Source: an optimization exercise on an open RTL-to-GDS flow (aim: small area). Production flows keep margins and buffers that such runs may drop.
Only simulation tests tie the RTL to the original design; equivalence was not proved.
Power is estimated from default activity; no workload was simulated.

## yuv422_to_rgb
module yuv422_to_rgb (
input             pclk               ,
input             presetn            ,
input      [31:0] paddr              ,
input      [31:0] pwdata             ,
output reg [31:0] prdata             ,
input             pwrite             ,
input             psel               ,
input             penable            ,
output            pslverr            ,
output            pready             ,
output reg        irq                ,
output reg [95:0] rgb_out
);
wire wr_setup  = psel & ~penable &  pwrite;
wire rd_setup  = psel & ~penable & ~pwrite;
wire wr_access = psel &  penable &  pwrite;
reg        cnt_writes;
reg        loaded;      
reg        conv1;       
reg        conv2;       
reg        wr0, wr1;    
reg [31:0] yuv_mem [0:1];   
reg        written0, written1;   
reg [47:0] pix01;       
wire idle = ~loaded & ~conv1 & ~conv2;
assign pready  = 1'b1;
assign pslverr = 1'b0;
  ...
export LEC_CHECK = 0
export CAP_MARGIN = 20
export CORE_MARGIN = 2
export CORE_UTILIZATION = 40
export SLEW_MARGIN = 20
export SYNTH_HIERARCHICAL = 1
create_clock -name core_clock -period 9.0 [get_ports {pclk}]
standard.sh (not shown) runs the stock make flow with config.mk's settings and CLKGATE_MAP_FILE= SYNTH_SCRIPT=/design/flow/synth_recipe.tcl, a recipe that flattens the netlist after the stock synthesis.
==> flow/flow/run.sh <==
#!/bin/bash
# The standard layout flow (the standard.sh: ORFS with the standard
# synthesis), with two changes to how the layout is made:
#  - the buffers that placement puts on every input and output port are made
#    from the smallest buffer cell (buf_1) instead of clkdlybuf4s50_1;
#  - clock tree synthesis uses clkbuf_8 buffers on sink clusters of at most
#    12 flip-flops within 60 um, and no dummy loads.
# standard.sh's output goes to standard.log; each ORFS step keeps its own
# full log under orfs/logs.
export BUFFER_PORTS_ARGS="-buffer_cell sky130_fd_sc_hd__buf_1"
export CTS_ARGS="-sink_clustering_enable -repair_clock_nets -dont_use_dummy_load -buf_list sky130_fd_sc_hd__clkbuf_16 -sink_clustering_size 40 -sink_clustering_max_diameter 80"
bash standard.sh > standard.log 2>&1
Next try:
--- a/flow/flow/run.sh
+++ b/flow/flow/run.sh
@@ -9,4 +9,4 @@
 # full log under orfs/logs.
 export BUFFER_PORTS_ARGS="-buffer_cell sky130_fd_sc_hd__buf_1"
-export CTS_ARGS="-sink_clustering_enable -repair_clock_nets -dont_use_dummy_load -buf_list sky130_fd_sc_hd__clkbuf_16 -sink_clustering_size 40 -sink_clustering_max_diameter 80"
+export CTS_ARGS="-sink_clustering_enable -repair_clock_nets -dont_use_dummy_load -buf_list sky130_fd_sc_hd__clkbuf_8 -sink_clustering_size 12 -sink_clustering_max_diameter 60"
 bash standard.sh > standard.log 2>&1
The changed run produced a clean layout.
Final area climbs by 0.32%.
Setup slack is better by 0.061 ns.
Count of clock-buffer cells in the layout rose by 14.
Die area stays the same.
Global-route usage went up by 0.17 points.
Area after synthesis does not change.
Non-clock buffer count stays the same.
Wire length rises by 0.79%.
Next try:
--- a/flow/flow/run.sh
+++ b/flow/flow/run.sh
@@ -9,4 +9,4 @@
 # full log under orfs/logs.
 export BUFFER_PORTS_ARGS="-buffer_cell sky130_fd_sc_hd__buf_1"
-export CTS_ARGS="-sink_clustering_enable -repair_clock_nets -dont_use_dummy_load -buf_list sky130_fd_sc_hd__clkbuf_8 -sink_clustering_size 12 -sink_clustering_max_diameter 60"
+export CTS_ARGS="-sink_clustering_enable -repair_clock_nets -dont_use_dummy_load -buf_list sky130_fd_sc_hd__clkbuf_8 -sink_clustering_size 16 -sink_clustering_max_diameter 60"
 bash standard.sh > standard.log 2>&1
Effect: Clock skew rises by 0.010 ns; first-iteration DRC count falls by roughly a tenth; clock power falls by a few percent; critical path depth does not change; via count rises slightly; total power falls slightly; setup slack gains 0.022 ns; wire length is about the same.
Next try:
--- a/flow/flow/run.sh
+++ b/flow/flow/run.sh
@@ -5,5 +5,5 @@
 #    from the smallest buffer cell (buf_1) instead of clkdlybuf4s50_1;
 #  - clock tree synthesis uses clkbuf_8 buffers on sink clusters of at most
-#    12 flip-flops within 60 um, and no dummy loads.
+#    16 flip-flops within 60 um, and no dummy loads.
 # standard.sh's output goes to standard.log; each ORFS step keeps its own
 # full log under orfs/logs.
Final cell count is unchanged.
Routed wire length stays the same.
Critical path depth stays the same.
Total power does not change.
Sequential share of layout area does not change.
Combinational power barely changes.

* * *

yuv422_to_rgb, a different RTL version from the one above (not shown whole).
For scale: roughly 980 cells after synthesis, about 240 flip-flops, roughly 200 I/O pins, about 13,000 µm² of cells after synthesis.
make LEC_CHECK=0 CAP_MARGIN=20 CORE_MARGIN=2 CORE_UTILIZATION=40 CTS_BUF_LIST=sky130_fd_sc_hd__clkbuf_4 SLEW_MARGIN=20 SYNTH_HIERARCHICAL=1 finish   # period 9.0 ns
run.sh (not shown) runs the stock make flow with config.mk's settings and CLKGATE_MAP_FILE= SYNTH_SCRIPT=/design/flow/synth_recipe.tcl, a recipe that flattens the netlist after the stock synthesis.
Stock flow here: none of the scripts above is used.
Then changed:
CTS_BUF_LIST = not set   (was sky130_fd_sc_hd__clkbuf_4)
Die area is unchanged; worst setup slack gets worse by 0.020 ns; combinational power is about the same; hold slack hardly moves; power climbs by a few percent; cell area stays flat.
Then changed:
CTS_BUF_LIST = sky130_fd_sc_hd__clkbuf_2   (was not set)
Power drops by 9.2%.
Register-to-register slack improved by 0.02 ns.
Wire length climbs by 1.2%.
Setup slack gets better by 0.015 ns.
Die area is unchanged.
Sequential power is about the same.
Global-route usage went up by 0.37 points.
Cell count climbs by 4.5%.
Cell area decreases by 2.0%.
Combinational power barely changes.

* * *

Another version of the RTL of yuv422_to_rgb (not shown whole).
Size in the first run: roughly 240 flip-flops, about 200 I/O pins, roughly 14000 µm² of cells after synthesis.
clock: 9.0 ns
lec_check: 0
cap_margin: 20
core_margin: 2
core_utilization: 40
cts_buf_list: sky130_fd_sc_hd__clkbuf_4
slew_margin: 20
synth_hierarchical: 1
standard.sh (not shown) runs the stock make flow with config.mk's settings and CLKGATE_MAP_FILE= SYNTH_SCRIPT=/design/flow/synth_recipe.tcl, a recipe that flattens the netlist after the stock synthesis.
==> flow/flow/run.sh <==
#!/bin/bash
# The standard layout flow (the standard.sh), with the port buffers that
# placement inserts made from the smallest buffer cell. standard.sh's output
# goes to standard.log; each ORFS step keeps its own log under orfs/logs.
export BUFFER_PORTS_ARGS="-buffer_cell sky130_fd_sc_hd__buf_1"
bash standard.sh > standard.log 2>&1
Edit:
Settings changed: CTS_BUF_LIST sky130_fd_sc_hd__clkbuf_4 to sky130_fd_sc_hd__clkbuf_2 sky130_fd_sc_hd__clkbuf_4.
Effect:
- routed wire length is unchanged
- synthesized area stays the same
- maximum frequency is unchanged
- power does not change
Edit:
==> flow/flow/run.sh (replaced) <==
#!/bin/bash
export BUFFER_PORTS_ARGS="-buffer_cell sky130_fd_sc_hd__buf_1"
export CTS_ARGS="-sink_clustering_enable -repair_clock_nets -dont_use_dummy_load -buf_list sky130_fd_sc_hd__clkbuf_4 -sink_clustering_size 10 -sink_clustering_max_diameter 50"
bash standard.sh > standard.log 2>&1
Settings changed: CTS_BUF_LIST sky130_fd_sc_hd__clkbuf_2 sky130_fd_sc_hd__clkbuf_4 to unset.
Result:
- via count is lower by 2.7%
- worst setup slack gets worse by 31 ps
- non-clock buffer count stays the same
- area after synthesis is unchanged
- wire length came out lower by 1.5%
- design area went down by 4.1%

* * *

Starting RTL as in the previous note.
==> flow/config.mk <==
export PLATFORM = sky130hd
export DESIGN_NAME = yuv422_to_rgb
export DESIGN_NICKNAME = yuv422_to_rgb
export VERILOG_FILES = /design/flow/design.v
export SDC_FILE = /design/flow/constraint.sdc
export NUM_CORES = 4
export LEC_CHECK = 0
export CAP_MARGIN = 20
export CORE_MARGIN = 2
export CORE_UTILIZATION = 40
export SLEW_MARGIN = 20
export SYNTH_HIERARCHICAL = 1
==> flow/constraint.sdc <==
create_clock -name core_clock -period 9.0 [get_ports {pclk}]
set_input_delay 1.8000 -clock core_clock [delete_from_list [all_inputs] [get_ports {pclk}]]
set_output_delay 1.8000 -clock core_clock [all_outputs]
set_load 0.01 [all_outputs]
==> flow/flow/run.sh <==
#!/bin/bash
export BUFFER_PORTS_ARGS="-buffer_cell sky130_fd_sc_hd__buf_1"
export CTS_ARGS="-sink_clustering_enable -repair_clock_nets -dont_use_dummy_load -buf_list sky130_fd_sc_hd__clkbuf_4"
bash standard.sh > standard.log 2>&1
==> next run, changes <==
==> flow/flow/run.sh (replaced) <==
#!/bin/bash
export BUFFER_PORTS_ARGS="-buffer_cell sky130_fd_sc_hd__buf_1"
export CTS_ARGS="-sink_clustering_enable -repair_clock_nets -dont_use_dummy_load -buf_list sky130_fd_sc_hd__clkbuf_8 -sink_clustering_size 12 -sink_clustering_max_diameter 60"
bash standard.sh > standard.log 2>&1
Count of clock-buffer cells in the layout decreases by 37. Setup slack is worse by 0.046 ns. Synthesized area stays the same. Die area does not change. Global-route usage fell by 0.31 points. Cell area decreases by 0.88%. Routed wire length went down by 0.91%. Utilization drops by 0.39 points. Cell count is lower by 2.3%. Via count fell by 2.6%.
==> next run, changes <==
==> flow/flow/run.sh (replaced) <==
#!/bin/bash
# The standard layout flow (the standard.sh: ORFS with the standard
# synthesis), with two changes to how the layout is made:
#  - the buffers that placement puts on every input and output port are made
#    from the smallest buffer cell (buf_1) instead of clkdlybuf4s50_1;
#  - clock tree synthesis uses clkbuf_8 buffers on sink clusters of at most
#    12 flip-flops within 60 um, and no dummy loads.
# standard.sh's output goes to standard.log; each ORFS step keeps its own
# full log under orfs/logs.
export BUFFER_PORTS_ARGS="-buffer_cell sky130_fd_sc_hd__buf_1"
export CTS_ARGS="-sink_clustering_enable -repair_clock_nets -dont_use_dummy_load -buf_list sky130_fd_sc_hd__clkbuf_8 -sink_clustering_size 12 -sink_clustering_max_diameter 60"
bash standard.sh > standard.log 2>&1
After rerunning:
- The new run completed without violations
- wire length stays the same
- register-to-register slack is about the same
- setup slack is unchanged
- power stays the same
- sequential share of layout area does not change
- cell area stays the same
- clock power barely changes
- utilization stays the same
- count of clock-buffer cells in the layout is unchanged

[afterwards: timing with drivers on the ports]
How much do the figures lean on ideal ports? The routed layouts below were timed once more, with nothing changed but the port constraints.
Step 1 assumes that a clkbuf_16 drives the clock port and a buf_2 every other input.
Step 2 adds t to the input delays and takes it off the output delays; t is the mean of the earliest and latest rising clock arrival at the registers after step 1. Input paths then give back, and output paths get back, about the clock's delay inside the block.
Slacks: no drivers / after step 1 / after step 2; pairs: no drivers / after step 1.
run	shift t [ns]	setup slack, ns	worst slew at a driven data input, ns	pins driven straight from the clock port
the first run of note 1	0.520	0.529 / 0.529 / 0.529	0.06	1
the second run of note 1	0.578	0.590 / 0.590 / 0.590	0.06	1
the third run of note 1	0.571	0.612 / 0.612 / 0.612	0.06	1
the fourth run of note 1	0.571	0.612 / 0.612 / 0.612	0.06	1
the first run of note 2	0.663	0.117 / 0.117 / 0.117	0.05	1
the second run of note 2	0.575	0.098 / 0.098 / 0.098	0.05	1
the third run of note 2	0.830	0.113 / 0.113 / 0.113	0.05	1
the first run of note 3	0.744	1.011 / 1.011 / 1.011	0.07	1
the second run of note 3	0.744	1.011 / 1.011 / 1.011	0.07	1
the third run of note 3	0.731	0.980 / 0.980 / 0.980	0.07	1
the first run of note 4	0.710	1.059 / 1.059 / 1.059	0.07	1
the second run of note 4	0.583	1.013 / 1.013 / 1.013	0.07	1
the third run of note 4	0.583	1.013 / 1.013 / 1.013	0.07	1
After both steps every run listed still meets setup and hold.
